Context: an optimization exercise on an open-source flow, tuned for small area and a short achievable clock period. The choices shown serve that exercise and are no tape-out recipe.
Only simulation tests tie the RTL to the original design; equivalence was not proved.
Power and IR drop assume default switching activity.

==> flow/design.v (excerpt) <==
module pipelined_4stage(clk, rst, imem_addr, imem_data, aluout);
  input         clk;
  input         rst;
  output [4:0]  imem_addr;
  input  [31:0] imem_data;
  output [31:0] aluout;
  reg rst_q, rst_qq;
  always @(posedge clk) begin
    rst_q  <= rst;
    rst_qq <= rst_q;
  end
  wire kill = rst | rst_q | rst_qq;
  reg [4:0] pc;
  always @(posedge clk)
    if (rst) pc <= 5'd0;
    else     pc <= pc + 5'd1;
  assign imem_addr = pc;
  reg  [31:0] wb_res;
  reg  [4:0]  wb_wa;
  reg  [4:0]  ex_wa;
  wire       f_addi = (imem_data[31:26] == 6'b000110);
  wire [4:0] f_rs   = imem_data[25:21];
  wire [4:0] f_rt   = imem_data[20:16];
  wire [4:0] f_wa   = f_addi ? f_rt : imem_data[15:11];
  wire [31:0] f_imm = {{16{imem_data[15]}}, imem_data[15:0]};
  wire f_fa1 = (f_rs == wb_wa);
  wire f_fb1 = (f_rt == wb_wa);
  wire [4:0] f_wa2 = (rst_q | rst_qq) ? 5'd0 : ex_wa;
  wire f_fa2 = (f_rs == f_wa2);
  wire f_fb2 = (f_rt == f_wa2);
  reg [31:0] f_s1, f_s2;
  integer k;
  always @(*)
    for (k = 0; k < 32; k = k + 1) begin
      f_s1[k] = (f_rs == k) & (wb_wa != k) & (f_wa2 != k);
      f_s2[k] = (f_rt == k) & (wb_wa != k) & (f_wa2 != k);
    end
  wire [127:0] rn_a, rn_b;
  regfile RF (.clk(clk), .rst(rst), .waddr(wb_wa), .wdata(wb_res),
              .sel1(f_s1), .sel2(f_s2), .rn1(rn_a), .rn2(rn_b));
  wire [31:0] rf_a = ~(rn_a[31:0] & rn_a[63:32] & rn_a[95:64] & rn_a[127:96]);
  wire [31:0] rf_b = ~(rn_b[31:0] & rn_b[63:32] & rn_b[95:64] & rn_b[127:96]);
  wire f_xa = f_fa2;
  wire f_wba = f_fa1 & ~f_fa2;
  wire f_xb = f_fb2 & ~f_addi;
  ...
Size in the first run: ~5,200 cells after synthesis, about 71 I/O pins.
clock: 10.0 ns
lec_check: 0
cap_margin: 20
core_margin: 2
core_utilization: 62
cts_cluster_diameter: 70
cts_cluster_size: 32
slew_margin: 20
synth_hierarchical: 1
tns_end_percent: 0
standard.sh (not shown) runs the stock make flow with config.mk's settings and CLKGATE_MAP_FILE= SYNTH_SCRIPT=/design/flow/synth_recipe.tcl, a recipe that flattens the netlist after the stock synthesis.
==> flow/flow/run.sh <==
#!/bin/bash
set -euo pipefail
export SETUP_SLACK_MARGIN=6.0
export BUFFER_PORTS_ARGS="-buffer_cell sky130_fd_sc_hd__buf_4"
bash standard.sh finish > flow_make.log 2>&1
Then changed:
Settings changed: CORE_UTILIZATION 62 to 55, PLACE_DENSITY from default to 0.75.
After rerunning:
- core utilization shrinks by 7.6 points
- routed wire length grows by 3.7%
- die area grows by 13%
- non-clock buffer count grows by 29
- worst setup slack got worse by 0.14 ns
- design area grows by 0.42%
- power shrinks by 0.75%
- clock power shrinks by about 4%
- register-to-register slack got worse by 0.17 ns
- cell count grows by about 4%
Then changed:
Settings changed: PLACE_DENSITY 0.75 to default, TNS_END_PERCENT 0 to 10.
Outcome: Power goes up by a few percent. Via count goes down by a few percent. Clock power goes up by roughly a tenth. Setup slack improved by 0.13 ns. Sequential share of layout area goes down by 0.30 points. Wire length goes up slightly. Clock-buffer cell count goes up by 14. Global-route usage goes up by 0.56 points. Non-clock buffer count goes down by 17.

* * *

== v44 ==
Another version of the RTL of pipelined_4stage (not shown whole).
For scale: about 1,300 flip-flops, about 71 I/O pins, ~0.067 mm² of cells after synthesis.
export LEC_CHECK = 0
export CAP_MARGIN = 20
export CORE_MARGIN = 2
export CORE_UTILIZATION = 55
export CTS_CLUSTER_DIAMETER = 60
export CTS_CLUSTER_SIZE = 24
export SLEW_MARGIN = 20
export SYNTH_HIERARCHICAL = 1
export TNS_END_PERCENT = 0
create_clock -name core_clock -period 10.0 [get_ports {clk}]
Scripts as last shown in full above: flow/flow/run.sh
> inputs changed (v44 -> v24)
Settings: swapping 60 for 70 in CTS_CLUSTER_DIAMETER; swapping 24 for 32 in CTS_CLUSTER_SIZE.
## What came out
Share of the final layout cell area in multi-input gates: v24 higher than v44
v24 vs v44 — first-iteration DRC count climbed slightly
Overall via count from detail_route, v44 and v24: smaller value in v24
In v24, the total power draw came out 3.1% below the value in v44.
Taking v44 as the reference, in v24 sum of buffers and inverters on the critical path shrank by 1, combinational logic power roughly the same.
The per-cell via count in the routed design was comparable across v44 and v24.
diff inputs: v24 => v59
Settings: changing CORE_UTILIZATION from 55 to 65; changing CTS_CLUSTER_DIAMETER from 70 to 60; changing CTS_CLUSTER_SIZE from 32 to 24.
==> comparison <==
As of v59, routed wire length had fallen by a few percent compared to v24.
Per the comparison of v59 with v24, via count went up 1,118; die area went down about 15%.
Density: v59 denser than v24

static timing again, ports no longer ideal:
The flow's constraints put no driver on any port. The routed layouts listed below were extracted and timed again, unchanged, in two steps. Step 1: set_driving_cell puts a clkbuf_16 on clk and a buf_2 on each other input, an assumption about the parent block. Step 2 moves the port delays by t, midway between the first and last clock arrival at a register: inputs arrive t later, outputs are due t later. That takes back most of the time a late clock gives input paths. a / b / c = ideal / step 1 / step 2; a / b = the first two.
| run | t (ns) | setup slack, ns | hold WS [ns] | worst register clock-pin slew, ns |
|---|---|---|---|---|
| the first run of note 1 | 0.768 | 6.001 / 6.040 / 5.292 | 0.335 / 0.335 / 0.335 | 0.12 / 0.12 |
| the second run of note 1 | 0.784 | 5.866 / 5.866 / 5.205 | 0.333 / 0.333 / 0.333 | 0.12 / 0.12 |
| the third run of note 1 | 0.817 | 5.997 / 5.997 / 5.313 | 0.339 / 0.339 / 0.339 | 0.11 / 0.11 |
| v44 | 0.827 | 5.819 / 5.807 / 4.980 | 0.331 / 0.331 / 0.331 | 0.09 / 0.09 |
| v24 | 0.811 | 5.881 / 5.871 / 5.060 | 0.335 / 0.335 / 0.335 | 0.11 / 0.11 |
| v59 | 0.815 | 5.792 / 5.746 / 4.931 | 0.321 / 0.321 / 0.321 | 0.09 / 0.09 |
After both steps every run listed still meets setup and hold. The setup slack of v59, which loses most, moves by -0.046 ns with the drivers and by -0.861 ns with both steps.
